Context: an optimization exercise on an open-source flow, tuned for small area and a short achievable clock period. The choices shown serve that exercise and are no tape-out recipe. In this exercise RTL edits were held to simulation tests only and were not proved equivalent to the original. Power is estimated from default activity; no workload was simulated.

==> flow/design.v (outline; a module is shown in full before it is edited, if it fits) <==
// module fifo_ptr_logic: 55 lines
// module mini_fwft_fifo: 47 lines
// module rfg_axis_protocol: 208 lines
// module main_rfg: 539 lines
// module rfg_capture: 15 lines
// module rfg_counter: 23 lines
// module rfg_updown_counter: 37 lines
// module rfg_host: 368 lines
module rfg_host (
    input  wire        clk,
    input  wire        resn,
    input  wire [7:0]  s_axis_tdata,
    input  wire        s_axis_tvalid,
    output wire        s_axis_tready,
    input  wire [7:0]  s_axis_tid,
    output wire [7:0]  m_axis_tdata,
    output wire        m_axis_tvalid,
    input  wire        m_axis_tready,
    output wire        m_axis_tlast,
    output wire [7:0]  m_axis_tid,
    output wire [7:0]  m_axis_tdest,
    output wire        debug_got_byte,
    output wire [3:0]  debug_state,
    input  wire [15:0]   hk_xadc_temperature,
    input  wire          hk_xadc_temperature_write,
    input  wire [15:0]   hk_xadc_vccint,
    input  wire          hk_xadc_vccint_write,
    output wire [31:0]   hk_conversion_trigger,
    output wire          hk_conversion_trigger_interrupt,
    input  wire          hk_stat_conversions_counter_enable,
    output wire [7:0]    hk_ctrl,
    output wire [2:0]    hk_ctrl_select_adc,
    output wire [7:0]    hk_adcdac_mosi_fifo_m_axis_tdata,
    output wire          hk_adcdac_mosi_fifo_m_axis_tvalid,
    input  wire          hk_adcdac_mosi_fifo_m_axis_tready,
    output wire          hk_adcdac_mosi_fifo_m_axis_tlast,
    input  wire [7:0]    hk_adc_miso_fifo_s_axis_tdata,
    input  wire          hk_adc_miso_fifo_s_axis_tvalid,
    output wire          hk_adc_miso_fifo_s_axis_tready,
    input  wire [31:0]   hk_adc_miso_fifo_read_size,
    input  wire          hk_adc_miso_fifo_read_size_write,
  // ...
==> flow/flow/run.sh <==
#!/bin/bash
set -o pipefail
cp standard.sh standard_sh_copy.log
export BUFFER_PORTS_ARGS="-buffer_cell sky130_fd_sc_hd__buf_1"
bash standard.sh > standard.log 2>&1
==> flow/standard.sh <==
#!/bin/bash
# synth_recipe.tcl (not shown) runs the flow's synth.tcl, then flattens the netlist and writes it again
# the make line also repeats each setting of config.mk as NAME=value (left out here)
make -C /OpenROAD-flow-scripts/flow DESIGN_CONFIG=/design/flow/config.mk WORK_HOME=/design/flow/orfs CLKGATE_MAP_FILE= SYNTH_SCRIPT=/design/flow/synth_recipe.tcl "${@:-finish}"
==> flow/config.mk <==
export PLATFORM = sky130hd
export DESIGN_NAME = rfg_host
export DESIGN_NICKNAME = rfg_host
export VERILOG_FILES = /design/flow/design.v
export SDC_FILE = /design/flow/constraint.sdc
export NUM_CORES = 4
export LEC_CHECK = 0
export CAP_MARGIN = 20
export CORE_AREA = 10 10 380 380
export CTS_CLUSTER_DIAMETER = 120
export CTS_CLUSTER_SIZE = 25
export DIE_AREA = 0 0 390 390
export SETUP_SLACK_MARGIN = 3.3
export SLEW_MARGIN = 20
==> flow/constraint.sdc <==
create_clock -name core_clock -period 6.0 [get_ports {clk}]
set_input_delay 1.2000 -clock core_clock [delete_from_list [all_inputs] [get_ports {clk}]]
set_output_delay 1.2000 -clock core_clock [all_outputs]
set_load 0.01 [all_outputs]
==> flow_summary.json, run 1 <==
{
  "placedCellCount": 7208,
  "grtUsageMet2_pct": 47.90,
  "worst_slew_pin_slew_ns": 1.218,
  "async_reset_ff_share_pct": 0,
  "overflow": 0,
  "syn_inst": 4870,
  "yosysTopAreaCellShare_pct": 38.35,
  "status": "timing/DRC/antenna clean",
  "period_share_pct": 49.19,
  "whs_path_depth": 0,
  "multi_input_gates": 3241,
  "synth_edf_count": 660,
  "dieArea_mm2": 0.1521,
  "synth_simple_gate_area_share_pct": 15.15,
  "utilization_pct": 44.67,
  "instances_no_fill": 7491,
  "synth_top_cells_by_count": "edfxtp_1, nand2_1, dfxtp_1",
  "synth-xor-area-share_pct": 6.298,
  "cellLeakagePower_nw": 20.95,
  "diodes": 7,
  "r2r-start": "main_rfg_I.a_lo[11]$_SDFF_PN0_",
  "viasPerCell": 6.020,
  "avgSynthCellArea_um2": 10.61,
  "area_delta_synth_final_pct": 17.40,
  "yosysWarnings": 8,
  "power_frac_comb_pct": 22.5,
  "path_depth": 6,
  "tritoncts": "done",
  "fp.coreArea_mm2": 0.1358,
  "clk_pin_slew_ns": 0.11,
  "slowest_stage": "a222oi_1",
  "irDropWorstVdd_v": 0.0002709,
  "r2r_cells": 6
}
==> module main_rfg, before the edit <==
module main_rfg(
    input  wire                clk,
    input  wire                resn,
    input  wire  [7:0]         rfg_address,
    input  wire  [7:0]         rfg_write_value,
    input  wire                rfg_write,
    input  wire                rfg_write_last,
    input  wire                rfg_read,
    input  wire                rfg_read_next,      
    input  wire  [7:0]         rfg_address_next,   
    output reg                 rfg_read_valid,
    output reg  [7:0]          rfg_read_value,
    input  wire [15:0]            hk_xadc_temperature,
    input  wire                  hk_xadc_temperature_write,
    input  wire [15:0]            hk_xadc_vccint,
    input  wire                  hk_xadc_vccint_write,
    output wire [31:0]            hk_conversion_trigger,
    output  wire                 hk_conversion_trigger_interrupt,
    input   wire                  hk_stat_conversions_counter_enable,
    output wire [7:0]            hk_ctrl,
    output wire [2:0]            hk_ctrl_select_adc,
    output wire [7:0]             hk_adcdac_mosi_fifo_m_axis_tdata,
    output reg                   hk_adcdac_mosi_fifo_m_axis_tvalid,
    input  wire                  hk_adcdac_mosi_fifo_m_axis_tready,
    output reg            hk_adcdac_mosi_fifo_m_axis_tlast,
    input  wire [7:0]            hk_adc_miso_fifo_s_axis_tdata,
    input  wire                  hk_adc_miso_fifo_s_axis_tvalid,
    output reg                   hk_adc_miso_fifo_s_axis_tready,
    input  wire [31:0]            hk_adc_miso_fifo_read_size,
    input  wire                  hk_adc_miso_fifo_read_size_write,
    output wire [7:0]            layer_0_cfg_ctrl,
    output wire                  layer_0_cfg_ctrl_hold,
    output wire                  layer_0_cfg_ctrl_reset,
    output wire                  layer_0_cfg_ctrl_disable_autoread,
    output wire                  layer_0_cfg_ctrl_cs,
    output wire                  layer_0_cfg_ctrl_disable_miso,
    output wire                  layer_0_cfg_ctrl_loopback,
    output wire [7:0]            layer_1_cfg_ctrl,
    output wire                  layer_1_cfg_ctrl_hold,
    output wire                  layer_1_cfg_ctrl_reset,
    output wire                  layer_1_cfg_ctrl_disable_autoread,
    output wire                  layer_1_cfg_ctrl_cs,
    output wire                  layer_1_cfg_ctrl_disable_miso,
    output wire                  layer_1_cfg_ctrl_loopback,
    output wire [7:0]            layer_2_cfg_ctrl,
    output wire                  layer_2_cfg_ctrl_hold,
    output wire                  layer_2_cfg_ctrl_reset,
    output wire                  layer_2_cfg_ctrl_disable_autoread,
    output wire                  layer_2_cfg_ctrl_cs,
    output wire                  layer_2_cfg_ctrl_disable_miso,
    output wire                  layer_2_cfg_ctrl_loopback,
    output wire [7:0]            layer_0_status,
    input  wire                  layer_0_status_interruptn,
    input  wire                  layer_0_status_frame_decoding,
    output wire [7:0]            layer_1_status,
    input  wire                  layer_1_status_interruptn,
    input  wire                  layer_1_status_frame_decoding,
    output wire [7:0]            layer_2_status,
    input  wire                  layer_2_status_interruptn,
    input  wire                  layer_2_status_frame_decoding,
    input   wire                  layer_0_stat_frame_counter_enable,
    input   wire                  layer_1_stat_frame_counter_enable,
    input   wire                  layer_2_stat_frame_counter_enable,
    input   wire                  layer_0_stat_idle_counter_enable,
    input   wire                  layer_1_stat_idle_counter_enable,
    input   wire                  layer_2_stat_idle_counter_enable,
    output wire [7:0]             layer_0_mosi_m_axis_tdata,
    output reg                   layer_0_mosi_m_axis_tvalid,
    input  wire                  layer_0_mosi_m_axis_tready,
    output reg            layer_0_mosi_m_axis_tlast,
    input  wire [31:0]            layer_0_mosi_write_size,
    input  wire                  layer_0_mosi_write_size_write,
    output wire [7:0]             layer_1_mosi_m_axis_tdata,
    output reg                   layer_1_mosi_m_axis_tvalid,
    input  wire                  layer_1_mosi_m_axis_tready,
    output reg            layer_1_mosi_m_axis_tlast,
    input  wire [31:0]            layer_1_mosi_write_size,
    input  wire                  layer_1_mosi_write_size_write,
    output wire [7:0]             layer_2_mosi_m_axis_tdata,
    output reg                   layer_2_mosi_m_axis_tvalid,
    input  wire                  layer_2_mosi_m_axis_tready,
    output reg            layer_2_mosi_m_axis_tlast,
    input  wire [31:0]            layer_2_mosi_write_size,
    input  wire                  layer_2_mosi_write_size_write,
    output wire [7:0]             layer_0_loopback_miso_m_axis_tdata,
    output reg                   layer_0_loopback_miso_m_axis_tvalid,
    input  wire                  layer_0_loopback_miso_m_axis_tready,
    input  wire [31:0]            layer_0_loopback_miso_write_size,
    input  wire                  layer_0_loopback_miso_write_size_write,
    output wire [7:0]             layer_1_loopback_miso_m_axis_tdata,
    output reg                   layer_1_loopback_miso_m_axis_tvalid,
    input  wire                  layer_1_loopback_miso_m_axis_tready,
    input  wire [31:0]            layer_1_loopback_miso_write_size,
    input  wire                  layer_1_loopback_miso_write_size_write,
    output wire [7:0]             layer_2_loopback_miso_m_axis_tdata,
    output reg                   layer_2_loopback_miso_m_axis_tvalid,
    input  wire                  layer_2_loopback_miso_m_axis_tready,
    input  wire [31:0]            layer_2_loopback_miso_write_size,
    input  wire                  layer_2_loopback_miso_write_size_write,
    input  wire [7:0]            layer_0_loopback_mosi_s_axis_tdata,
    input  wire                  layer_0_loopback_mosi_s_axis_tvalid,
    output reg                   layer_0_loopback_mosi_s_axis_tready,
    input  wire [31:0]            layer_0_loopback_mosi_read_size,
    input  wire                  layer_0_loopback_mosi_read_size_write,
    input  wire [7:0]            layer_1_loopback_mosi_s_axis_tdata,
    input  wire                  layer_1_loopback_mosi_s_axis_tvalid,
    output reg                   layer_1_loopback_mosi_s_axis_tready,
    input  wire [31:0]            layer_1_loopback_mosi_read_size,
    input  wire                  layer_1_loopback_mosi_read_size_write,
    input  wire [7:0]            layer_2_loopback_mosi_s_axis_tdata,
    input  wire                  layer_2_loopback_mosi_s_axis_tvalid,
    output reg                   layer_2_loopback_mosi_s_axis_tready,
    input  wire [31:0]            layer_2_loopback_mosi_read_size,
    input  wire                  layer_2_loopback_mosi_read_size_write,
    output wire [7:0]            layers_cfg_frame_tag_counter_ctrl,
    output wire                  layers_cfg_frame_tag_counter_ctrl_enable,
    output wire                  layers_cfg_frame_tag_counter_ctrl_force_count,
    output wire [31:0]            layers_cfg_frame_tag_counter_trigger,
    output  wire                 layers_cfg_frame_tag_counter_trigger_interrupt,
    input   wire                  layers_cfg_frame_tag_counter_trigger_enable,
    output wire [31:0]            layers_cfg_frame_tag_counter,
    input   wire                  layers_cfg_frame_tag_counter_enable,
    output wire [7:0]            layers_cfg_nodata_continue,
    output wire [7:0]            layers_sr_out,
    output wire                  layers_sr_out_ck1,
    output wire                  layers_sr_out_ck2,
    output wire                  layers_sr_out_sin,
    output wire                  layers_sr_out_ld0,
    output wire                  layers_sr_out_ld1,
    output wire                  layers_sr_out_ld2,
    output wire [7:0]            layers_sr_in,
    output wire                  layers_sr_in_rb,
    input  wire                  layers_sr_in_sout0,
    input  wire                  layers_sr_in_sout1,
    input  wire                  layers_sr_in_sout2,
    output wire [7:0]            layers_inj_ctrl,
    output wire                  layers_inj_ctrl_reset,
    output wire                  layers_inj_ctrl_suspend,
    output wire                  layers_inj_ctrl_synced,
    output wire                  layers_inj_ctrl_trigger,
    output wire                  layers_inj_ctrl_write,
    input  wire                  layers_inj_ctrl_done,
    input  wire                  layers_inj_ctrl_running,
    output wire [3:0]            layers_inj_waddr,
    output wire [7:0]            layers_inj_wdata,
    input  wire [7:0]            layers_readout_s_axis_tdata,
    input  wire                  layers_readout_s_axis_tvalid,
    output reg                   layers_readout_s_axis_tready,
    input  wire [31:0]            layers_readout_read_size,
    input  wire                  layers_readout_read_size_write,
    output wire [7:0]            io_ctrl,
    output wire                  io_ctrl_sample_clock_enable,
    output wire                  io_ctrl_timestamp_clock_enable,
    output wire                  io_ctrl_gecco_sample_clock_se,
    output wire                  io_ctrl_gecco_inj_enable,
    output wire [7:0]            io_led,
    output wire [7:0]            gecco_sr_ctrl,
    output wire                  gecco_sr_ctrl_ck,
    output wire                  gecco_sr_ctrl_sin,
    output wire                  gecco_sr_ctrl_ld,
    output wire [31:0]            hk_conversion_trigger_match,
    output wire [31:0]            layers_cfg_frame_tag_counter_trigger_match,
    output wire [7:0]             spi_layers_ckdivider_value,
    output wire [7:0]             spi_hk_ckdivider_value
    );
    wire [7:0] wd = rfg_write_value;
    reg [8:0]  a_hi;
    reg [15:0] a_lo;
    always @(posedge clk) begin
        a_hi <= 9'b1 << rfg_address_next[7:4];
        a_lo <= 16'b1 << rfg_address_next[3:0];
    end
    reg [7:0] hk_ctrl_reg, spi_layers_ckdivider_reg, spi_hk_ckdivider_reg;
    reg [7:0] layer_0_cfg_ctrl_reg, layer_1_cfg_ctrl_reg, layer_2_cfg_ctrl_reg;
    reg [7:0] layers_cfg_frame_tag_counter_ctrl_reg, layers_cfg_nodata_continue_reg, layers_sr_out_reg;
    reg [7:0] layers_sr_in_reg, layers_inj_ctrl_reg, layers_inj_wdata_reg;
    reg [3:0] layers_inj_waddr_reg;
    reg [7:0] io_ctrl_reg, io_led_reg, gecco_sr_ctrl_reg;
    reg [31:0] hk_conversion_trigger_match_reg, layers_cfg_frame_tag_counter_trigger_match_reg;
    reg [1:0] layer_0_status_reg, layer_1_status_reg, layer_2_status_reg;
    wire [7:0] wd_r0 = wd & {8{resn}};     
    wire [7:0] wd_r1 = wd | {8{!resn}};    
    function automatic [7:0] wd_rst(input [7:0] rst);
        wd_rst = (wd_r0 & ~rst) | (wd_r1 & rst);
    endfunction
    always @(posedge clk) if (!resn || (rfg_write && a_hi[1] && a_lo[4])) hk_ctrl_reg <= wd_rst(8'h0);
    always @(posedge clk) if (!resn || (rfg_write && a_hi[1] && a_lo[11])) spi_layers_ckdivider_reg <= wd_rst(8'h4);
    always @(posedge clk) if (!resn || (rfg_write && a_hi[1] && a_lo[12])) spi_hk_ckdivider_reg <= wd_rst(8'h4);
    always @(posedge clk) if (!resn || (rfg_write && a_hi[1] && a_lo[13])) layer_0_cfg_ctrl_reg <= wd_rst(8'b00000111);
    always @(posedge clk) if (!resn || (rfg_write && a_hi[1] && a_lo[14])) layer_1_cfg_ctrl_reg <= wd_rst(8'b00000111);
    always @(posedge clk) if (!resn || (rfg_write && a_hi[1] && a_lo[15])) layer_2_cfg_ctrl_reg <= wd_rst(8'b00000111);
    always @(posedge clk) if (!resn || (rfg_write && a_hi[6] && a_lo[8])) layers_cfg_frame_tag_counter_ctrl_reg <= wd_rst(8'h1);
    always @(posedge clk) if (!resn || (rfg_write && a_hi[7] && a_lo[1])) layers_cfg_nodata_continue_reg <= wd_rst(8'd5);
    always @(posedge clk) if (!resn || (rfg_write && a_hi[7] && a_lo[2])) layers_sr_out_reg <= wd_rst(8'h0);
    always @(posedge clk) if (!resn || (rfg_write && a_hi[7] && a_lo[5])) layers_inj_waddr_reg <= wd_rst(4'h0) & 4'hf;
    always @(posedge clk) if (!resn || (rfg_write && a_hi[7] && a_lo[6])) layers_inj_wdata_reg <= wd_rst(8'h0);
    always @(posedge clk) if (!resn || (rfg_write && a_hi[7] && a_lo[12])) io_ctrl_reg <= wd_rst(8'b00001000);
    always @(posedge clk) if (!resn || (rfg_write && a_hi[7] && a_lo[13])) io_led_reg <= wd_rst(8'h0);
    always @(posedge clk) if (!resn || (rfg_write && a_hi[7] && a_lo[14])) gecco_sr_ctrl_reg <= wd_rst(8'h0);
    always @(posedge clk) if (!resn || (rfg_write && a_hi[7] && a_lo[15])) hk_conversion_trigger_match_reg[7:0] <= wd_rst((32'd10) >> 0);
    always @(posedge clk) if (!resn || (rfg_write && a_hi[8] && a_lo[0])) hk_conversion_trigger_match_reg[15:8] <= wd_rst((32'd10) >> 8);
    always @(posedge clk) if (!resn || (rfg_write && a_hi[8] && a_lo[1])) hk_conversion_trigger_match_reg[23:16] <= wd_rst((32'd10) >> 16);
    always @(posedge clk) if (!resn || (rfg_write && a_hi[8] && a_lo[2])) hk_conversion_trigger_match_reg[31:24] <= wd_rst((32'd10) >> 24);
    always @(posedge clk) if (!resn || (rfg_write && a_hi[8] && a_lo[3])) layers_cfg_frame_tag_counter_trigger_match_reg[7:0] <= wd_rst((32'd4) >> 0);
    always @(posedge clk) if (!resn || (rfg_write && a_hi[8] && a_lo[4])) layers_cfg_frame_tag_counter_trigger_match_reg[15:8] <= wd_rst((32'd4) >> 8);
    always @(posedge clk) if (!resn || (rfg_write && a_hi[8] && a_lo[5])) layers_cfg_frame_tag_counter_trigger_match_reg[23:16] <= wd_rst((32'd4) >> 16);
    always @(posedge clk) if (!resn || (rfg_write && a_hi[8] && a_lo[6])) layers_cfg_frame_tag_counter_trigger_match_reg[31:24] <= wd_rst((32'd4) >> 24);
    always @(posedge clk) begin
        if (!resn) begin
            layers_sr_in_reg <= 8'h0;
            layers_inj_ctrl_reg <= 8'b00000110;
            layer_0_status_reg <= 2'b0;
            layer_1_status_reg <= 2'b0;
            layer_2_status_reg <= 2'b0;
        end else begin
            layer_0_status_reg <= {layer_0_status_frame_decoding, layer_0_status_interruptn};
            layer_1_status_reg <= {layer_1_status_frame_decoding, layer_1_status_interruptn};
            layer_2_status_reg <= {layer_2_status_frame_decoding, layer_2_status_interruptn};
            if (rfg_write && a_hi[7] && a_lo[3]) layers_sr_in_reg <= wd;
            else layers_sr_in_reg[3:1] <= {layers_sr_in_sout2, layers_sr_in_sout1, layers_sr_in_sout0};
            if (rfg_write && a_hi[7] && a_lo[4]) layers_inj_ctrl_reg <= wd;
            else layers_inj_ctrl_reg[6:5] <= {layers_inj_ctrl_running, layers_inj_ctrl_done};
        end
    end
    assign hk_ctrl = hk_ctrl_reg;
    assign spi_layers_ckdivider_value = spi_layers_ckdivider_reg;
    assign spi_hk_ckdivider_value = spi_hk_ckdivider_reg;
    assign layer_0_cfg_ctrl = layer_0_cfg_ctrl_reg;
    assign layer_1_cfg_ctrl = layer_1_cfg_ctrl_reg;
    assign layer_2_cfg_ctrl = layer_2_cfg_ctrl_reg;
    assign layer_0_status = {6'b0, layer_0_status_reg};
    assign layer_1_status = {6'b0, layer_1_status_reg};
    assign layer_2_status = {6'b0, layer_2_status_reg};
    assign layers_cfg_frame_tag_counter_ctrl = layers_cfg_frame_tag_counter_ctrl_reg;
    assign layers_cfg_nodata_continue = layers_cfg_nodata_continue_reg;
    assign layers_sr_out = layers_sr_out_reg;
    assign layers_sr_in = layers_sr_in_reg;
    assign layers_inj_ctrl = layers_inj_ctrl_reg;
    assign layers_inj_waddr = layers_inj_waddr_reg;
    assign layers_inj_wdata = layers_inj_wdata_reg;
    assign io_ctrl = io_ctrl_reg;
    assign io_led = io_led_reg;
    assign gecco_sr_ctrl = gecco_sr_ctrl_reg;
    assign hk_conversion_trigger_match = hk_conversion_trigger_match_reg;
    assign layers_cfg_frame_tag_counter_trigger_match = layers_cfg_frame_tag_counter_trigger_match_reg;
    assign hk_ctrl_select_adc = hk_ctrl_reg[2:0];
    assign layer_0_cfg_ctrl_hold = layer_0_cfg_ctrl_reg[0];
    assign layer_0_cfg_ctrl_reset = layer_0_cfg_ctrl_reg[1];
    assign layer_0_cfg_ctrl_disable_autoread = layer_0_cfg_ctrl_reg[2];
    assign layer_0_cfg_ctrl_cs = layer_0_cfg_ctrl_reg[3];
    assign layer_0_cfg_ctrl_disable_miso = layer_0_cfg_ctrl_reg[4];
    assign layer_0_cfg_ctrl_loopback = layer_0_cfg_ctrl_reg[5];
    assign layer_1_cfg_ctrl_hold = layer_1_cfg_ctrl_reg[0];
    assign layer_1_cfg_ctrl_reset = layer_1_cfg_ctrl_reg[1];
    assign layer_1_cfg_ctrl_disable_autoread = layer_1_cfg_ctrl_reg[2];
    assign layer_1_cfg_ctrl_cs = layer_1_cfg_ctrl_reg[3];
    assign layer_1_cfg_ctrl_disable_miso = layer_1_cfg_ctrl_reg[4];
    assign layer_1_cfg_ctrl_loopback = layer_1_cfg_ctrl_reg[5];
    assign layer_2_cfg_ctrl_hold = layer_2_cfg_ctrl_reg[0];
    assign layer_2_cfg_ctrl_reset = layer_2_cfg_ctrl_reg[1];
    assign layer_2_cfg_ctrl_disable_autoread = layer_2_cfg_ctrl_reg[2];
    assign layer_2_cfg_ctrl_cs = layer_2_cfg_ctrl_reg[3];
    assign layer_2_cfg_ctrl_disable_miso = layer_2_cfg_ctrl_reg[4];
    assign layer_2_cfg_ctrl_loopback = layer_2_cfg_ctrl_reg[5];
    assign layers_cfg_frame_tag_counter_ctrl_enable = layers_cfg_frame_tag_counter_ctrl_reg[0];
    assign layers_cfg_frame_tag_counter_ctrl_force_count = layers_cfg_frame_tag_counter_ctrl_reg[1];
    assign layers_sr_out_ck1 = layers_sr_out_reg[0];
    assign layers_sr_out_ck2 = layers_sr_out_reg[1];
    assign layers_sr_out_sin = layers_sr_out_reg[2];
    assign layers_sr_out_ld0 = layers_sr_out_reg[3];
    assign layers_sr_out_ld1 = layers_sr_out_reg[4];
    assign layers_sr_out_ld2 = layers_sr_out_reg[5];
    assign layers_sr_in_rb = layers_sr_in_reg[0];
    assign layers_inj_ctrl_reset = layers_inj_ctrl_reg[0];
    assign layers_inj_ctrl_suspend = layers_inj_ctrl_reg[1];
    assign layers_inj_ctrl_synced = layers_inj_ctrl_reg[2];
    assign layers_inj_ctrl_trigger = layers_inj_ctrl_reg[3];
    assign layers_inj_ctrl_write = layers_inj_ctrl_reg[4];
    assign io_ctrl_sample_clock_enable = io_ctrl_reg[0];
    assign io_ctrl_timestamp_clock_enable = io_ctrl_reg[1];
    assign io_ctrl_gecco_sample_clock_se = io_ctrl_reg[2];
    assign io_ctrl_gecco_inj_enable = io_ctrl_reg[3];
    assign gecco_sr_ctrl_ck = gecco_sr_ctrl_reg[0];
    assign gecco_sr_ctrl_sin = gecco_sr_ctrl_reg[1];
    assign gecco_sr_ctrl_ld = gecco_sr_ctrl_reg[2];
    wire [15:0] hk_xadc_temperature_val, hk_xadc_vccint_val;
    wire [31:0] hk_adc_miso_fifo_read_size_val;
    wire [31:0] layer_0_mosi_write_size_val, layer_1_mosi_write_size_val, layer_2_mosi_write_size_val;
    wire [31:0] layer_0_loopback_miso_write_size_val, layer_1_loopback_miso_write_size_val, layer_2_loopback_miso_write_size_val;
    wire [31:0] layer_0_loopback_mosi_read_size_val, layer_1_loopback_mosi_read_size_val, layer_2_loopback_mosi_read_size_val;
    wire [31:0] layers_readout_read_size_val;
    rfg_capture #(16) hk_xadc_temperature_cap (clk, resn, hk_xadc_temperature_write, hk_xadc_temperature, hk_xadc_temperature_val);
    rfg_capture #(16) hk_xadc_vccint_cap (clk, resn, hk_xadc_vccint_write, hk_xadc_vccint, hk_xadc_vccint_val);
    rfg_capture #(32) hk_adc_miso_fifo_read_size_cap (clk, resn, hk_adc_miso_fifo_read_size_write, hk_adc_miso_fifo_read_size, hk_adc_miso_fifo_read_size_val);
    rfg_capture #(32) layer_0_mosi_write_size_cap (clk, resn, layer_0_mosi_write_size_write, layer_0_mosi_write_size, layer_0_mosi_write_size_val);
    rfg_capture #(32) layer_1_mosi_write_size_cap (clk, resn, layer_1_mosi_write_size_write, layer_1_mosi_write_size, layer_1_mosi_write_size_val);
    rfg_capture #(32) layer_2_mosi_write_size_cap (clk, resn, layer_2_mosi_write_size_write, layer_2_mosi_write_size, layer_2_mosi_write_size_val);
    rfg_capture #(32) layer_0_loopback_miso_write_size_cap (clk, resn, layer_0_loopback_miso_write_size_write, layer_0_loopback_miso_write_size, layer_0_loopback_miso_write_size_val);
    rfg_capture #(32) layer_1_loopback_miso_write_size_cap (clk, resn, layer_1_loopback_miso_write_size_write, layer_1_loopback_miso_write_size, layer_1_loopback_miso_write_size_val);
    rfg_capture #(32) layer_2_loopback_miso_write_size_cap (clk, resn, layer_2_loopback_miso_write_size_write, layer_2_loopback_miso_write_size, layer_2_loopback_miso_write_size_val);
    rfg_capture #(32) layer_0_loopback_mosi_read_size_cap (clk, resn, layer_0_loopback_mosi_read_size_write, layer_0_loopback_mosi_read_size, layer_0_loopback_mosi_read_size_val);
    rfg_capture #(32) layer_1_loopback_mosi_read_size_cap (clk, resn, layer_1_loopback_mosi_read_size_write, layer_1_loopback_mosi_read_size, layer_1_loopback_mosi_read_size_val);
    rfg_capture #(32) layer_2_loopback_mosi_read_size_cap (clk, resn, layer_2_loopback_mosi_read_size_write, layer_2_loopback_mosi_read_size, layer_2_loopback_mosi_read_size_val);
    rfg_capture #(32) layers_readout_read_size_cap (clk, resn, layers_readout_read_size_write, layers_readout_read_size, layers_readout_read_size_val);
    wire [31:0] hk_stat_conversions_counter_val;
    wire [31:0] layer_0_stat_frame_counter_val, layer_1_stat_frame_counter_val, layer_2_stat_frame_counter_val;
    wire [31:0] layer_0_stat_idle_counter_val, layer_1_stat_idle_counter_val, layer_2_stat_idle_counter_val;
    rfg_counter hk_stat_conversions_counter_cnt (clk, resn, hk_stat_conversions_counter_enable, 4'b0000, wd, hk_stat_conversions_counter_val);
    rfg_counter layer_0_stat_frame_counter_cnt (clk, resn, layer_0_stat_frame_counter_enable,
        {(rfg_write && a_hi[2] && a_lo[6]), (rfg_write && a_hi[2] && a_lo[5]), (rfg_write && a_hi[2] && a_lo[4]), (rfg_write && a_hi[2] && a_lo[3])}, wd, layer_0_stat_frame_counter_val);
    rfg_counter layer_1_stat_frame_counter_cnt (clk, resn, layer_1_stat_frame_counter_enable,
        {(rfg_write && a_hi[2] && a_lo[10]), (rfg_write && a_hi[2] && a_lo[9]), (rfg_write && a_hi[2] && a_lo[8]), (rfg_write && a_hi[2] && a_lo[7])}, wd, layer_1_stat_frame_counter_val);
    rfg_counter layer_2_stat_frame_counter_cnt (clk, resn, layer_2_stat_frame_counter_enable,
        {(rfg_write && a_hi[2] && a_lo[14]), (rfg_write && a_hi[2] && a_lo[13]), (rfg_write && a_hi[2] && a_lo[12]), (rfg_write && a_hi[2] && a_lo[11])}, wd, layer_2_stat_frame_counter_val);
    rfg_counter layer_0_stat_idle_counter_cnt (clk, resn, layer_0_stat_idle_counter_enable,
        {(rfg_write && a_hi[3] && a_lo[2]), (rfg_write && a_hi[3] && a_lo[1]), (rfg_write && a_hi[3] && a_lo[0]), (rfg_write && a_hi[2] && a_lo[15])}, wd, layer_0_stat_idle_counter_val);
    rfg_counter layer_1_stat_idle_counter_cnt (clk, resn, layer_1_stat_idle_counter_enable,
        {(rfg_write && a_hi[3] && a_lo[6]), (rfg_write && a_hi[3] && a_lo[5]), (rfg_write && a_hi[3] && a_lo[4]), (rfg_write && a_hi[3] && a_lo[3])}, wd, layer_1_stat_idle_counter_val);
    rfg_counter layer_2_stat_idle_counter_cnt (clk, resn, layer_2_stat_idle_counter_enable,
        {(rfg_write && a_hi[3] && a_lo[10]), (rfg_write && a_hi[3] && a_lo[9]), (rfg_write && a_hi[3] && a_lo[8]), (rfg_write && a_hi[3] && a_lo[7])}, wd, layer_2_stat_idle_counter_val);
    rfg_counter layers_cfg_frame_tag_counter_cnt (clk, resn, layers_cfg_frame_tag_counter_enable,
        {(rfg_write && a_hi[7] && a_lo[0]), (rfg_write && a_hi[6] && a_lo[15]), (rfg_write && a_hi[6] && a_lo[14]), (rfg_write && a_hi[6] && a_lo[13])}, wd, layers_cfg_frame_tag_counter);
    rfg_updown_counter hk_conversion_trigger_cnt (clk, resn, 1'b1,
        {(rfg_write && a_hi[0] && a_lo[15]), (rfg_write && a_hi[0] && a_lo[14]), (rfg_write && a_hi[0] && a_lo[13]), (rfg_write && a_hi[0] && a_lo[12])}, wd, hk_conversion_trigger_match_reg,
        hk_conversion_trigger, hk_conversion_trigger_interrupt);
    rfg_updown_counter layers_cfg_frame_tag_counter_trigger_cnt (clk, resn, layers_cfg_frame_tag_counter_trigger_enable,
        {(rfg_write && a_hi[6] && a_lo[12]), (rfg_write && a_hi[6] && a_lo[11]), (rfg_write && a_hi[6] && a_lo[10]), (rfg_write && a_hi[6] && a_lo[9])}, wd, layers_cfg_frame_tag_counter_trigger_match_reg,
        layers_cfg_frame_tag_counter_trigger, layers_cfg_frame_tag_counter_trigger_interrupt);
    reg [7:0] fifo_wdata_reg;
    always @(posedge clk) fifo_wdata_reg <= rfg_write_value;
    assign hk_adcdac_mosi_fifo_m_axis_tdata   = fifo_wdata_reg;
    assign layer_0_mosi_m_axis_tdata          = fifo_wdata_reg;
    assign layer_1_mosi_m_axis_tdata          = fifo_wdata_reg;
    assign layer_2_mosi_m_axis_tdata          = fifo_wdata_reg;
    assign layer_0_loopback_miso_m_axis_tdata = fifo_wdata_reg;
    assign layer_1_loopback_miso_m_axis_tdata = fifo_wdata_reg;
    assign layer_2_loopback_miso_m_axis_tdata = fifo_wdata_reg;
    always @(posedge clk) begin
        if (!resn) begin
            hk_adcdac_mosi_fifo_m_axis_tvalid <= 1'b0;
            hk_adcdac_mosi_fifo_m_axis_tlast  <= 1'b0;
            layer_0_mosi_m_axis_tvalid <= 1'b0;
            layer_0_mosi_m_axis_tlast  <= 1'b0;
            layer_1_mosi_m_axis_tvalid <= 1'b0;
            layer_1_mosi_m_axis_tlast  <= 1'b0;
            layer_2_mosi_m_axis_tvalid <= 1'b0;
            layer_2_mosi_m_axis_tlast  <= 1'b0;
            layer_0_loopback_miso_m_axis_tvalid <= 1'b0;
            layer_1_loopback_miso_m_axis_tvalid <= 1'b0;
            layer_2_loopback_miso_m_axis_tvalid <= 1'b0;
        end else begin
            hk_adcdac_mosi_fifo_m_axis_tvalid <= (rfg_write && a_hi[1] && a_lo[5]);
            hk_adcdac_mosi_fifo_m_axis_tlast  <= (rfg_write && a_hi[1] && a_lo[5]) && rfg_write_last;
            layer_0_mosi_m_axis_tvalid <= (rfg_write && a_hi[3] && a_lo[11]);
            layer_0_mosi_m_axis_tlast  <= (rfg_write && a_hi[3] && a_lo[11]) && rfg_write_last;
            layer_1_mosi_m_axis_tvalid <= (rfg_write && a_hi[4] && a_lo[0]);
            layer_1_mosi_m_axis_tlast  <= (rfg_write && a_hi[4] && a_lo[0]) && rfg_write_last;
            layer_2_mosi_m_axis_tvalid <= (rfg_write && a_hi[4] && a_lo[5]);
            layer_2_mosi_m_axis_tlast  <= (rfg_write && a_hi[4] && a_lo[5]) && rfg_write_last;
            layer_0_loopback_miso_m_axis_tvalid <= (rfg_write && a_hi[4] && a_lo[10]);
            layer_1_loopback_miso_m_axis_tvalid <= (rfg_write && a_hi[4] && a_lo[15]);
            layer_2_loopback_miso_m_axis_tvalid <= (rfg_write && a_hi[5] && a_lo[4]);
        end
    end
    always @(posedge clk) begin
        hk_adc_miso_fifo_s_axis_tready      <= rfg_read_next && rfg_address_next == 8'h16;
        layer_0_loopback_mosi_s_axis_tready <= rfg_read_next && rfg_address_next == 8'h59;
        layer_1_loopback_mosi_s_axis_tready <= rfg_read_next && rfg_address_next == 8'h5e;
        layer_2_loopback_mosi_s_axis_tready <= rfg_read_next && rfg_address_next == 8'h63;
        layers_readout_s_axis_tready        <= rfg_read_next && rfg_address_next == 8'h77;
    end
    wire [7:0] rd_grp_0 =
        ({8{a_lo[1]}} & (8'hff)) |
        ({8{a_lo[4]}} & (8'h81)) |
        ({8{a_lo[5]}} & (8'h7f)) |
        ({8{a_lo[6]}} & (8'ha5)) |
        ({8{a_lo[7]}} & (8'h78)) |
        ({8{a_lo[8]}} & (hk_xadc_temperature_val[7:0])) |
        ({8{a_lo[9]}} & (hk_xadc_temperature_val[15:8])) |
        ({8{a_lo[10]}} & (hk_xadc_vccint_val[7:0])) |
        ({8{a_lo[11]}} & (hk_xadc_vccint_val[15:8])) |
        ({8{a_lo[12]}} & (hk_conversion_trigger[7:0])) |
        ({8{a_lo[13]}} & (hk_conversion_trigger[15:8])) |
        ({8{a_lo[14]}} & (hk_conversion_trigger[23:16])) |
        ({8{a_lo[15]}} & (hk_conversion_trigger[31:24]));
    wire rd_ok_0 = a_lo[0] | a_lo[1] | a_lo[2] | a_lo[3] | a_lo[4] | a_lo[5] | a_lo[6] | a_lo[7] | a_lo[8] | a_lo[9] | a_lo[10] | a_lo[11] | a_lo[12] | a_lo[13] | a_lo[14] | a_lo[15];
    wire [7:0] rd_grp_1 =
        ({8{a_lo[0]}} & (hk_stat_conversions_counter_val[7:0])) |
        ({8{a_lo[1]}} & (hk_stat_conversions_counter_val[15:8])) |
        ({8{a_lo[2]}} & (hk_stat_conversions_counter_val[23:16])) |
        ({8{a_lo[3]}} & (hk_stat_conversions_counter_val[31:24])) |
        ({8{a_lo[4]}} & (hk_ctrl_reg)) |
        ({8{a_lo[6]}} & (hk_adc_miso_fifo_s_axis_tvalid ? hk_adc_miso_fifo_s_axis_tdata : 8'hff)) |
        ({8{a_lo[7]}} & (hk_adc_miso_fifo_read_size_val[7:0])) |
        ({8{a_lo[8]}} & (hk_adc_miso_fifo_read_size_val[15:8])) |
        ({8{a_lo[9]}} & (hk_adc_miso_fifo_read_size_val[23:16])) |
        ({8{a_lo[10]}} & (hk_adc_miso_fifo_read_size_val[31:24])) |
        ({8{a_lo[11]}} & (spi_layers_ckdivider_reg)) |
        ({8{a_lo[12]}} & (spi_hk_ckdivider_reg)) |
        ({8{a_lo[13]}} & (layer_0_cfg_ctrl_reg)) |
        ({8{a_lo[14]}} & (layer_1_cfg_ctrl_reg)) |
        ({8{a_lo[15]}} & (layer_2_cfg_ctrl_reg));
    wire rd_ok_1 = a_lo[0] | a_lo[1] | a_lo[2] | a_lo[3] | a_lo[4] | a_lo[6] | a_lo[7] | a_lo[8] | a_lo[9] | a_lo[10] | a_lo[11] | a_lo[12] | a_lo[13] | a_lo[14] | a_lo[15];
    wire [7:0] rd_grp_2 =
        ({8{a_lo[0]}} & ({6'b0, layer_0_status_reg})) |
        ({8{a_lo[1]}} & ({6'b0, layer_1_status_reg})) |
        ({8{a_lo[2]}} & ({6'b0, layer_2_status_reg})) |
        ({8{a_lo[3]}} & (layer_0_stat_frame_counter_val[7:0])) |
        ({8{a_lo[4]}} & (layer_0_stat_frame_counter_val[15:8])) |
        ({8{a_lo[5]}} & (layer_0_stat_frame_counter_val[23:16])) |
        ({8{a_lo[6]}} & (layer_0_stat_frame_counter_val[31:24])) |
        ({8{a_lo[7]}} & (layer_1_stat_frame_counter_val[7:0])) |
        ({8{a_lo[8]}} & (layer_1_stat_frame_counter_val[15:8])) |
        ({8{a_lo[9]}} & (layer_1_stat_frame_counter_val[23:16])) |
        ({8{a_lo[10]}} & (layer_1_stat_frame_counter_val[31:24])) |
        ({8{a_lo[11]}} & (layer_2_stat_frame_counter_val[7:0])) |
        ({8{a_lo[12]}} & (layer_2_stat_frame_counter_val[15:8])) |
        ({8{a_lo[13]}} & (layer_2_stat_frame_counter_val[23:16])) |
        ({8{a_lo[14]}} & (layer_2_stat_frame_counter_val[31:24])) |
        ({8{a_lo[15]}} & (layer_0_stat_idle_counter_val[7:0]));
    wire rd_ok_2 = a_lo[0] | a_lo[1] | a_lo[2] | a_lo[3] | a_lo[4] | a_lo[5] | a_lo[6] | a_lo[7] | a_lo[8] | a_lo[9] | a_lo[10] | a_lo[11] | a_lo[12] | a_lo[13] | a_lo[14] | a_lo[15];
    wire [7:0] rd_grp_3 =
        ({8{a_lo[0]}} & (layer_0_stat_idle_counter_val[15:8])) |
        ({8{a_lo[1]}} & (layer_0_stat_idle_counter_val[23:16])) |
        ({8{a_lo[2]}} & (layer_0_stat_idle_counter_val[31:24])) |
        ({8{a_lo[3]}} & (layer_1_stat_idle_counter_val[7:0])) |
        ({8{a_lo[4]}} & (layer_1_stat_idle_counter_val[15:8])) |
        ({8{a_lo[5]}} & (layer_1_stat_idle_counter_val[23:16])) |
        ({8{a_lo[6]}} & (layer_1_stat_idle_counter_val[31:24])) |
        ({8{a_lo[7]}} & (layer_2_stat_idle_counter_val[7:0])) |
        ({8{a_lo[8]}} & (layer_2_stat_idle_counter_val[15:8])) |
        ({8{a_lo[9]}} & (layer_2_stat_idle_counter_val[23:16])) |
        ({8{a_lo[10]}} & (layer_2_stat_idle_counter_val[31:24])) |
        ({8{a_lo[12]}} & (layer_0_mosi_write_size_val[7:0])) |
        ({8{a_lo[13]}} & (layer_0_mosi_write_size_val[15:8])) |
        ({8{a_lo[14]}} & (layer_0_mosi_write_size_val[23:16])) |
        ({8{a_lo[15]}} & (layer_0_mosi_write_size_val[31:24]));
    wire rd_ok_3 = a_lo[0] | a_lo[1] | a_lo[2] | a_lo[3] | a_lo[4] | a_lo[5] | a_lo[6] | a_lo[7] | a_lo[8] | a_lo[9] | a_lo[10] | a_lo[12] | a_lo[13] | a_lo[14] | a_lo[15];
    wire [7:0] rd_grp_4 =
        ({8{a_lo[1]}} & (layer_1_mosi_write_size_val[7:0])) |
        ({8{a_lo[2]}} & (layer_1_mosi_write_size_val[15:8])) |
        ({8{a_lo[3]}} & (layer_1_mosi_write_size_val[23:16])) |
        ({8{a_lo[4]}} & (layer_1_mosi_write_size_val[31:24])) |
        ({8{a_lo[6]}} & (layer_2_mosi_write_size_val[7:0])) |
        ({8{a_lo[7]}} & (layer_2_mosi_write_size_val[15:8])) |
        ({8{a_lo[8]}} & (layer_2_mosi_write_size_val[23:16])) |
        ({8{a_lo[9]}} & (layer_2_mosi_write_size_val[31:24])) |
        ({8{a_lo[11]}} & (layer_0_loopback_miso_write_size_val[7:0])) |
        ({8{a_lo[12]}} & (layer_0_loopback_miso_write_size_val[15:8])) |
        ({8{a_lo[13]}} & (layer_0_loopback_miso_write_size_val[23:16])) |
        ({8{a_lo[14]}} & (layer_0_loopback_miso_write_size_val[31:24]));
    wire rd_ok_4 = a_lo[1] | a_lo[2] | a_lo[3] | a_lo[4] | a_lo[6] | a_lo[7] | a_lo[8] | a_lo[9] | a_lo[11] | a_lo[12] | a_lo[13] | a_lo[14];
    wire [7:0] rd_grp_5 =
        ({8{a_lo[0]}} & (layer_1_loopback_miso_write_size_val[7:0])) |
        ({8{a_lo[1]}} & (layer_1_loopback_miso_write_size_val[15:8])) |
        ({8{a_lo[2]}} & (layer_1_loopback_miso_write_size_val[23:16])) |
        ({8{a_lo[3]}} & (layer_1_loopback_miso_write_size_val[31:24])) |
        ({8{a_lo[5]}} & (layer_2_loopback_miso_write_size_val[7:0])) |
        ({8{a_lo[6]}} & (layer_2_loopback_miso_write_size_val[15:8])) |
        ({8{a_lo[7]}} & (layer_2_loopback_miso_write_size_val[23:16])) |
        ({8{a_lo[8]}} & (layer_2_loopback_miso_write_size_val[31:24])) |
        ({8{a_lo[9]}} & (layer_0_loopback_mosi_s_axis_tvalid ? layer_0_loopback_mosi_s_axis_tdata : 8'hff)) |
        ({8{a_lo[10]}} & (layer_0_loopback_mosi_read_size_val[7:0])) |
        ({8{a_lo[11]}} & (layer_0_loopback_mosi_read_size_val[15:8])) |
        ({8{a_lo[12]}} & (layer_0_loopback_mosi_read_size_val[23:16])) |
        ({8{a_lo[13]}} & (layer_0_loopback_mosi_read_size_val[31:24])) |
        ({8{a_lo[14]}} & (layer_1_loopback_mosi_s_axis_tvalid ? layer_1_loopback_mosi_s_axis_tdata : 8'hff)) |
        ({8{a_lo[15]}} & (layer_1_loopback_mosi_read_size_val[7:0]));
    wire rd_ok_5 = a_lo[0] | a_lo[1] | a_lo[2] | a_lo[3] | a_lo[5] | a_lo[6] | a_lo[7] | a_lo[8] | a_lo[9] | a_lo[10] | a_lo[11] | a_lo[12] | a_lo[13] | a_lo[14] | a_lo[15];
    wire [7:0] rd_grp_6 =
        ({8{a_lo[0]}} & (layer_1_loopback_mosi_read_size_val[15:8])) |
        ({8{a_lo[1]}} & (layer_1_loopback_mosi_read_size_val[23:16])) |
        ({8{a_lo[2]}} & (layer_1_loopback_mosi_read_size_val[31:24])) |
        ({8{a_lo[3]}} & (layer_2_loopback_mosi_s_axis_tvalid ? layer_2_loopback_mosi_s_axis_tdata : 8'hff)) |
        ({8{a_lo[4]}} & (layer_2_loopback_mosi_read_size_val[7:0])) |
        ({8{a_lo[5]}} & (layer_2_loopback_mosi_read_size_val[15:8])) |
        ({8{a_lo[6]}} & (layer_2_loopback_mosi_read_size_val[23:16])) |
        ({8{a_lo[7]}} & (layer_2_loopback_mosi_read_size_val[31:24])) |
        ({8{a_lo[8]}} & (layers_cfg_frame_tag_counter_ctrl_reg)) |
        ({8{a_lo[9]}} & (layers_cfg_frame_tag_counter_trigger[7:0])) |
        ({8{a_lo[10]}} & (layers_cfg_frame_tag_counter_trigger[15:8])) |
        ({8{a_lo[11]}} & (layers_cfg_frame_tag_counter_trigger[23:16])) |
        ({8{a_lo[12]}} & (layers_cfg_frame_tag_counter_trigger[31:24])) |
        ({8{a_lo[13]}} & (layers_cfg_frame_tag_counter[7:0])) |
        ({8{a_lo[14]}} & (layers_cfg_frame_tag_counter[15:8])) |
        ({8{a_lo[15]}} & (layers_cfg_frame_tag_counter[23:16]));
    wire rd_ok_6 = a_lo[0] | a_lo[1] | a_lo[2] | a_lo[3] | a_lo[4] | a_lo[5] | a_lo[6] | a_lo[7] | a_lo[8] | a_lo[9] | a_lo[10] | a_lo[11] | a_lo[12] | a_lo[13] | a_lo[14] | a_lo[15];
    wire [7:0] rd_grp_7 =
        ({8{a_lo[0]}} & (layers_cfg_frame_tag_counter[31:24])) |
        ({8{a_lo[1]}} & (layers_cfg_nodata_continue_reg)) |
        ({8{a_lo[2]}} & (layers_sr_out_reg)) |
        ({8{a_lo[3]}} & (layers_sr_in_reg)) |
        ({8{a_lo[4]}} & (layers_inj_ctrl_reg)) |
        ({8{a_lo[6]}} & (layers_inj_wdata_reg)) |
        ({8{a_lo[7]}} & (layers_readout_s_axis_tvalid ? layers_readout_s_axis_tdata : 8'hff)) |
        ({8{a_lo[8]}} & (layers_readout_read_size_val[7:0])) |
        ({8{a_lo[9]}} & (layers_readout_read_size_val[15:8])) |
        ({8{a_lo[10]}} & (layers_readout_read_size_val[23:16])) |
        ({8{a_lo[11]}} & (layers_readout_read_size_val[31:24])) |
        ({8{a_lo[12]}} & (io_ctrl_reg)) |
        ({8{a_lo[13]}} & (io_led_reg)) |
        ({8{a_lo[14]}} & (gecco_sr_ctrl_reg)) |
        ({8{a_lo[15]}} & (hk_conversion_trigger_match_reg[7:0]));
    wire rd_ok_7 = a_lo[0] | a_lo[1] | a_lo[2] | a_lo[3] | a_lo[4] | a_lo[6] | a_lo[7] | a_lo[8] | a_lo[9] | a_lo[10] | a_lo[11] | a_lo[12] | a_lo[13] | a_lo[14] | a_lo[15];
    wire [7:0] rd_grp_8 =
        ({8{a_lo[0]}} & (hk_conversion_trigger_match_reg[15:8])) |
        ({8{a_lo[1]}} & (hk_conversion_trigger_match_reg[23:16])) |
        ({8{a_lo[2]}} & (hk_conversion_trigger_match_reg[31:24])) |
        ({8{a_lo[3]}} & (layers_cfg_frame_tag_counter_trigger_match_reg[7:0])) |
        ({8{a_lo[4]}} & (layers_cfg_frame_tag_counter_trigger_match_reg[15:8])) |
        ({8{a_lo[5]}} & (layers_cfg_frame_tag_counter_trigger_match_reg[23:16])) |
        ({8{a_lo[6]}} & (layers_cfg_frame_tag_counter_trigger_match_reg[31:24]));
    wire rd_ok_8 = a_lo[0] | a_lo[1] | a_lo[2] | a_lo[3] | a_lo[4] | a_lo[5] | a_lo[6];
    wire [7:0] rd_value =
        ({8{a_hi[0]}} & rd_grp_0) |
        ({8{a_hi[1]}} & rd_grp_1) |
        ({8{a_hi[2]}} & rd_grp_2) |
        ({8{a_hi[3]}} & rd_grp_3) |
        ({8{a_hi[4]}} & rd_grp_4) |
        ({8{a_hi[5]}} & rd_grp_5) |
        ({8{a_hi[6]}} & rd_grp_6) |
        ({8{a_hi[7]}} & rd_grp_7) |
        ({8{a_hi[8]}} & rd_grp_8);
    wire rd_ok =
        (a_hi[0] & rd_ok_0) |
        (a_hi[1] & rd_ok_1) |
        (a_hi[2] & rd_ok_2) |
        (a_hi[3] & rd_ok_3) |
        (a_hi[4] & rd_ok_4) |
        (a_hi[5] & rd_ok_5) |
        (a_hi[6] & rd_ok_6) |
        (a_hi[7] & rd_ok_7) |
        (a_hi[8] & rd_ok_8);
    always @(posedge clk) begin
        if (!resn) rfg_read_valid <= 1'b0;
        else       rfg_read_valid <= rfg_read && rd_ok;
        rfg_read_value <= rd_value;
    end
endmodule
==> module rfg_updown_counter, before the edit <==
module rfg_updown_counter (
    input  wire        clk,
    input  wire        resn,
    input  wire        enable,
    input  wire [3:0]  write_byte,
    input  wire [7:0]  wd,
    input  wire [31:0] match,
    output reg  [31:0] q,
    output reg         interrupt
);
    reg up;
    wire [31:0] x = up ? q : ~q;
    wire [31:0] toggle;
    genvar i;
    assign toggle[0] = 1'b1;
    generate
        for (i = 1; i < 32; i = i + 1) begin : g_toggle
            assign toggle[i] = &x[i-1:0];
        end
    endgenerate
    wire [31:0] step = q ^ toggle;
    wire at_top = step == match;
    wire at_one = q == 32'd1;
    wire turn = enable && (up ? at_top : at_one);
    wire count = resn && enable && !write_byte[0];
    wire [3:0] load = (write_byte | {4{!resn}}) & {4{!count}};
    wire [7:0] wdm = wd & {8{resn}};
    wire [31:0] load_bits = {{8{load[3]}}, {8{load[2]}}, {8{load[1]}}, {8{load[0]}}};
    wire [31:0] keep_bits = ~load_bits & {32{!count}};
    wire [31:0] count_bits = {32{count}};
    always @(posedge clk) begin
        interrupt <= turn;
        q <= (load_bits & {4{wdm}}) | (count_bits & step) | (keep_bits & q);
        if (!resn) up <= 1'b1;
        else if (turn) up <= !up;
    end
endmodule
==> run 2: changes to the inputs <==
--- a/flow/design.v
+++ b/flow/design.v
@@ -319,7 +319,7 @@
     input  wire                rfg_read_next,      
     input  wire  [7:0]         rfg_address_next,   
     output reg                 rfg_read_valid,
-    output reg  [7:0]          rfg_read_value,
+    output wire [7:0]          rfg_read_value,
     input  wire [15:0]            hk_xadc_temperature,
     input  wire                  hk_xadc_temperature_write,
     input  wire [15:0]            hk_xadc_vccint,
@@ -700,7 +700,6 @@
         ({8{a_lo[2]}} & (hk_stat_conversions_counter_val[23:16])) |
         ({8{a_lo[3]}} & (hk_stat_conversions_counter_val[31:24])) |
         ({8{a_lo[4]}} & (hk_ctrl_reg)) |
-        ({8{a_lo[6]}} & (hk_adc_miso_fifo_s_axis_tvalid ? hk_adc_miso_fifo_s_axis_tdata : 8'hff)) |
         ({8{a_lo[7]}} & (hk_adc_miso_fifo_read_size_val[7:0])) |
         ({8{a_lo[8]}} & (hk_adc_miso_fifo_read_size_val[15:8])) |
         ({8{a_lo[9]}} & (hk_adc_miso_fifo_read_size_val[23:16])) |
@@ -769,19 +768,16 @@
         ({8{a_lo[6]}} & (layer_2_loopback_miso_write_size_val[15:8])) |
         ({8{a_lo[7]}} & (layer_2_loopback_miso_write_size_val[23:16])) |
         ({8{a_lo[8]}} & (layer_2_loopback_miso_write_size_val[31:24])) |
-        ({8{a_lo[9]}} & (layer_0_loopback_mosi_s_axis_tvalid ? layer_0_loopback_mosi_s_axis_tdata : 8'hff)) |
         ({8{a_lo[10]}} & (layer_0_loopback_mosi_read_size_val[7:0])) |
         ({8{a_lo[11]}} & (layer_0_loopback_mosi_read_size_val[15:8])) |
         ({8{a_lo[12]}} & (layer_0_loopback_mosi_read_size_val[23:16])) |
         ({8{a_lo[13]}} & (layer_0_loopback_mosi_read_size_val[31:24])) |
-        ({8{a_lo[14]}} & (layer_1_loopback_mosi_s_axis_tvalid ? layer_1_loopback_mosi_s_axis_tdata : 8'hff)) |
         ({8{a_lo[15]}} & (layer_1_loopback_mosi_read_size_val[7:0]));
     wire rd_ok_5 = a_lo[0] | a_lo[1] | a_lo[2] | a_lo[3] | a_lo[5] | a_lo[6] | a_lo[7] | a_lo[8] | a_lo[9] | a_lo[10] | a_lo[11] | a_lo[12] | a_lo[13] | a_lo[14] | a_lo[15];
     wire [7:0] rd_grp_6 =
         ({8{a_lo[0]}} & (layer_1_loopback_mosi_read_size_val[15:8])) |
         ({8{a_lo[1]}} & (layer_1_loopback_mosi_read_size_val[23:16])) |
         ({8{a_lo[2]}} & (layer_1_loopback_mosi_read_size_val[31:24])) |
-        ({8{a_lo[3]}} & (layer_2_loopback_mosi_s_axis_tvalid ? layer_2_loopback_mosi_s_axis_tdata : 8'hff)) |
         ({8{a_lo[4]}} & (layer_2_loopback_mosi_read_size_val[7:0])) |
         ({8{a_lo[5]}} & (layer_2_loopback_mosi_read_size_val[15:8])) |
         ({8{a_lo[6]}} & (layer_2_loopback_mosi_read_size_val[23:16])) |
@@ -802,7 +798,6 @@
         ({8{a_lo[3]}} & (layers_sr_in_reg)) |
         ({8{a_lo[4]}} & (layers_inj_ctrl_reg)) |
         ({8{a_lo[6]}} & (layers_inj_wdata_reg)) |
-        ({8{a_lo[7]}} & (layers_readout_s_axis_tvalid ? layers_readout_s_axis_tdata : 8'hff)) |
         ({8{a_lo[8]}} & (layers_readout_read_size_val[7:0])) |
         ({8{a_lo[9]}} & (layers_readout_read_size_val[15:8])) |
         ({8{a_lo[10]}} & (layers_readout_read_size_val[23:16])) |
@@ -821,6 +816,12 @@
         ({8{a_lo[5]}} & (layers_cfg_frame_tag_counter_trigger_match_reg[23:16])) |
         ({8{a_lo[6]}} & (layers_cfg_frame_tag_counter_trigger_match_reg[31:24]));
     wire rd_ok_8 = a_lo[0] | a_lo[1] | a_lo[2] | a_lo[3] | a_lo[4] | a_lo[5] | a_lo[6];
+    wire [7:0] rd_value_port =
+        ({8{a_hi[1] & a_lo[6]}} & (hk_adc_miso_fifo_s_axis_tvalid ? hk_adc_miso_fifo_s_axis_tdata : 8'hff)) |
+        ({8{a_hi[5] & a_lo[9]}} & (layer_0_loopback_mosi_s_axis_tvalid ? layer_0_loopback_mosi_s_axis_tdata : 8'hff)) |
+        ({8{a_hi[5] & a_lo[14]}} & (layer_1_loopback_mosi_s_axis_tvalid ? layer_1_loopback_mosi_s_axis_tdata : 8'hff)) |
+        ({8{a_hi[6] & a_lo[3]}} & (layer_2_loopback_mosi_s_axis_tvalid ? layer_2_loopback_mosi_s_axis_tdata : 8'hff)) |
+        ({8{a_hi[7] & a_lo[7]}} & (layers_readout_s_axis_tvalid ? layers_readout_s_axis_tdata : 8'hff));
     wire [7:0] rd_value =
         ({8{a_hi[0]}} & rd_grp_0) |
         ({8{a_hi[1]}} & rd_grp_1) |
@@ -841,11 +842,14 @@
         (a_hi[6] & rd_ok_6) |
         (a_hi[7] & rd_ok_7) |
         (a_hi[8] & rd_ok_8);
+    reg [7:0] rd_value_reg, rd_value_port_reg;
     always @(posedge clk) begin
         if (!resn) rfg_read_valid <= 1'b0;
         else       rfg_read_valid <= rfg_read && rd_ok;
-        rfg_read_value <= rd_value;
+        rd_value_reg      <= rd_value;
+        rd_value_port_reg <= rd_value_port;
     end
+    assign rfg_read_value = rd_value_reg | rd_value_port_reg;
 endmodule
 module rfg_capture #(parameter W = 32) (
     input  wire         clk,
@@ -906,7 +910,8 @@
         end
     endgenerate
     wire [31:0] step = q ^ toggle;
-    wire at_top = step == match;
+    wire [31:0] c = q ^ match;
+    wire at_top = c[0] && (c[31:1] == (q[30:0] & c[30:0]));
     wire at_one = q == 32'd1;
     wire turn = enable && (up ? at_top : at_one);
     wire count = resn && enable && !write_byte[0];
--- a/flow/config.mk
+++ b/flow/config.mk
@@ -6,9 +6,9 @@
 export NUM_CORES = 4
 export LEC_CHECK = 0
 export CAP_MARGIN = 20
-export CORE_AREA = 10 10 380 380
+export CORE_AREA = 10 10 345 345
 export CTS_CLUSTER_DIAMETER = 120
 export CTS_CLUSTER_SIZE = 25
-export DIE_AREA = 0 0 390 390
-export SETUP_SLACK_MARGIN = 3.3
+export DIE_AREA = 0 0 355 355
+export SETUP_SLACK_MARGIN = 3.4
 export SLEW_MARGIN = 20
==> run 2 against run 1 <==
  * Largest power group unchanged
  * Utilization grew 11 points
  * Critical path type unchanged
  * Maximum frequency down 3.6%
  * First-iteration DRC count up 34%
  * Setup slack got worse by 0.11 ns
  * Combinational power is 3% lower
==> flow_summary.json, run 2 <==
{
  "dr.pass1.iters": 12,
  "placedCellCount": 6891,
  "die_w_um": 355,
  "yosysTopAreaCellShare_pct": 38.09,
  "power_frac_comb_pct": 22.2,
  "clock_latency_ns": 0.74,
  "hold_class": "reg2reg",
  "clk_path_buf_depth": 3,
  "dieArea_mm2": 0.1260,
  "port_buffers": 915,
  "highest_layer": "met5",
  "initial_core_util_pct": 46.82,
  "antenna_found_initial": 34,
  "yosys.cell_types.count": 88,
  "critPathLaunch": "main_rfg_I.a_lo[15]$_SDFF_PN0_",
  "grt_pass1_vias": 42200,
  "overflow": 0,
  "period_share_pct": 51.03,
  "avgSynthCellArea_um2": 10.77,
  "max_stage_delay_ns": 1.03,
  "wl_met2_mm": 107.9,
  "yosysMostFrequentCell": "edfxtp_1",
  "fin_skew_ns": 0.05981,
  "synth_top_cell_by_area": "edfxtp_1",
  "syn_inst": 4830,
  "r2r_cells": 6,
  "cts_made_buffers": 52,
  "max_cap_viol_count": 0,
  "seqCellArea_mm2": 0.02973,
  "antenna_left": 0,
  "mappedNetlistArea_mm2": 0.05203,
  "finalHoldViolCount": 0,
  "worst_slew_pin_slew_ns": 1.181,
  "p_seq_share_pct": 53.2,
  "chipHeight_um": 355,
  "grt.total_usage_pct": 37.05,
  "instances_no_fill": 7257,
  "multiInputGateArea_mm2": 0.02128,
  "seq_area_frac_synth_pct": 56.41,
  "rsz0062_at_grt": "yes",
  "path_cells": "buf_6 -> a22o_4 -> a221oi_4 -> nand4_1 -> a222oi_1 -> nand4_1",
  "slew_violations": 0,
  "clk_pin_slew_ns": 0.11,
  "num-fill-cells": 9755,
  "ys.flop_type": "edfxtp_1",
  "end_kind": "flip-flop",
  "final_cell_mix": "buf_1, edfxtp_1, nand2_1, dfxtp_1, nor2_1",
  "routed_wl_mm": 247.1,
  "drive_above_1_share_pct": 15.82,
  "finalWeightedCongestion": 0.9709,
  "grt_max_degree": 71,
  "drcViolationCount": 0,
  "p_int_mw": 11.76,
  "tns_ns": 0,
  "dp_hpwl_mm": 173.3,
  "vias": 46290,
  "wl_met1_mm": 88.46,
  "setup_violations": 0,
  "async_reset_ff_share_pct": 0,
  "slew_headroom_pct": 21.28,
  "synth_simple_gate_area_share_pct": 14.84,
  "ios": 945,
  "power_frac_clock_pct": 24.6,
  "viasPerCell": 6.378,
  "r2r-start": "main_rfg_I.a_lo[15]$_SDFF_PN0_",
  "grt_pass1_wl_mm": 334.8,
  "swShare_pct": 33.54,
  "worstHoldStart": "rfg_protocol.mini_fwft_fifo_inst.data_out[7]$_DFFE_PP_",
  "switchingPower_mw": 5.932,
  "ys_seq_elements": 1136,
  "cts_max_level": 2,
  "yosysWarnings": 8,
  "max_freq_ghz": 0.3266,
  "drt-initial-drc-count": 7537,
  "layout_min_cycle_time_ns": 3.062,
  "numClockSinks": 1136,
  "synthMuxAreaShare_pct": 0.9090,
  "met3_length_mm": 36.40,
  "cpMostUsedCell": "nand4_1",
  "area_delta_synth_final_pct": 19.33,
  "path_max_fanout": 5,
  "nets": 6278,
  "synth.area.top_cells": "edfxtp_1, dfxtp_1, xnor2_1",
  "synth-xor-area-share_pct": 6.464,
  "crit_required_ns": 6.49,
  "synth_top_family_by_area": "simple AND/OR/NAND/NOR gates",
  "status": "timing/DRC/antenna clean",
  "whs_path_depth": 0,
  "crit_path_start_kind": "flip-flop",
  "pwr_density_cell_mw_per_mm2": 284.9,
  "synth_compound_area_share_pct": 14.50,
  "wl_per_cell_um": 34.06,
  "cellLeakagePower_nw": 22.02,
  "rows": 122,
  "root_buffer": "clkbuf_16",
  "fp.coreArea_mm2": 0.1111,
  "critPathKind": "reg2reg",
  "layout_commonest_cell": "buf_1",
  "slowest_stage": "a222oi_1",
  "tritoncts": "done",
  "arrival_ns": 3.55,
  "irDropWorstVdd_v": 0.0002511,
  "synth_top_cells_by_count": "edfxtp_1, nand2_1, dfxtp_1",
  "synthAdderAreaFrac_pct": 1.900,
  "synth_edf_count": 660
}
-- run 2: changes by cell type after synthesis, sizes merged, moves of 23 or more --
cell | before | now
o22ai | 9 | 33
inv | 72 | 142
nand2b | 58 | 31
nor2 | 394 | 290
nor3 | 81 | 115
o21ai | 253 | 230
a21oi | 198 | 119
xnor2 | 187 | 230
clkbuf | 269 | 233
nor2b | 21 | 46
ha | 17 | 79
xor2 | 182 | 154
a22o | 121 | 89
-- run 2: cell type report --
type                    count  share of cell area [%]
flip-flops and latches   1136                   47.88
diodes                     16                 0.06448
clock inverters             7                  0.1451
repair buffers           1228                   11.41
clock buffers              90                   2.342
inverters                 143                  0.8907
multi-input cells        3149                   34.27
well taps                1488                   2.999
-- run 2: cells by family (layout without fill, tap and decap cells) --
family | Yosys count | in the layout
mux | 36 | 36
xor+xnor | 384 | 384
compound gates | 1056 | 1056
buf+inv | 566 | 1468
other cells | 1 | 38
simple gates | 1572 | 1572
fa+ha+maj | 79 | 79
flops | 1136 | 1136
-- run 2: repair_timing --
action	in CTS	in global routing
pin swaps	49	52
endpoints found under the setup margin	756	350
cloned	5	1
hold buffers	0	0
gates resized for setup	514	189
buffers inserted	168	74
-- run 2: metrics by stage --
step / total power, mW / util (%) / worst slack, ns / hold slack, ns / area [µm²]
after CTS: 17.31 / 54.74 / 3.251 / 0.4309 / 60830
after floorplan: 10.94 / - / 3.135 / 0.3462 / 52650
final: 17.69 / 55.87 / 2.938 / 0.4349 / 62090
after global placement: 12.62 / 50.67 / 1.879 / 0.4007 / 56310
after global routing: 18.05 / 55.86 / 3.059 / 0.4350 / 62070
after detailed placement: 12.65 / 50.68 / 1.847 / 0.4074 / 56320
-- run 2: worst max-delay path: cells and delay by family, from the launching register on --
kind            cells  cell delay, ns
flops               1            0.41
simple gates        2            0.71
buf+inv             1            0.14
compound gates      3            1.54
-- run 2: layer usage --
| layer | up-vias | GRT usage, % |
|---|---|---|
| li1 | 19530 | - |
| met1 | 22540 | 47.05 |
| met2 | 3537 | 55.99 |
| met3 | 654 | 13.31 |
| met4 | 20 | 17.43 |
| met5 | - | 0 |
-- run 2: path summary, 6_finish.rpt --
check | endpoint | slack (ns)
max reg2reg | main_rfg_I.rd_value_reg[0]$_DFF_P_ | 2.94
min reg2reg | rfg_protocol.m_axis_tdata[7]$_DFFE_PP_ | 0.43
min | rfg_protocol.m_axis_tdata[7]$_DFFE_PP_ | 0.43
max | main_rfg_I.rd_value_reg[0]$_DFF_P_ | 2.94
-- run 2: power groups by stage --
stage                     sequential [mW]  combinational [mW]  clock, mW
after global routing                 9.43                4.00       4.62
after CTS                            9.39                3.57       4.35
after global placement               9.66                2.96          0
final                                9.41                3.93       4.35
after floorplan                      9.23                1.71          0
after detailed placement             9.67                2.98          0

==> port drivers added, routing unchanged <==
Ports are ideal in the flow. The routed layouts listed here were re-timed in OpenROAD.
Step 1 sets driving cells, clkbuf_16 on the clock port and buf_2 on the other inputs (assumed; they add their load-dependent delay and slew).
Step 2 adds t to the input delays and takes it off the output delays; t is the mean of the earliest and latest rising clock arrival at the registers after step 1. Input paths then give back, and output paths get back, about the clock's delay inside the block.
a / b / c = ideal ports / drivers / drivers and shift; a / b = the first two.
run	t (ns)	setup slack, ns	clock arrival spread, ns	worst register clock-pin slew, ns
run 1	0.784	3.049 / 3.049 / 2.462	0.052 / 0.052	0.12 / 0.12
run 2	0.786	2.938 / 2.938 / 2.615	0.060 / 0.060	0.12 / 0.12
After both steps every run listed still meets setup and hold. The setup slack of run 1, which loses most, moves by 0.000 ns with the drivers and by -0.587 ns with both steps.
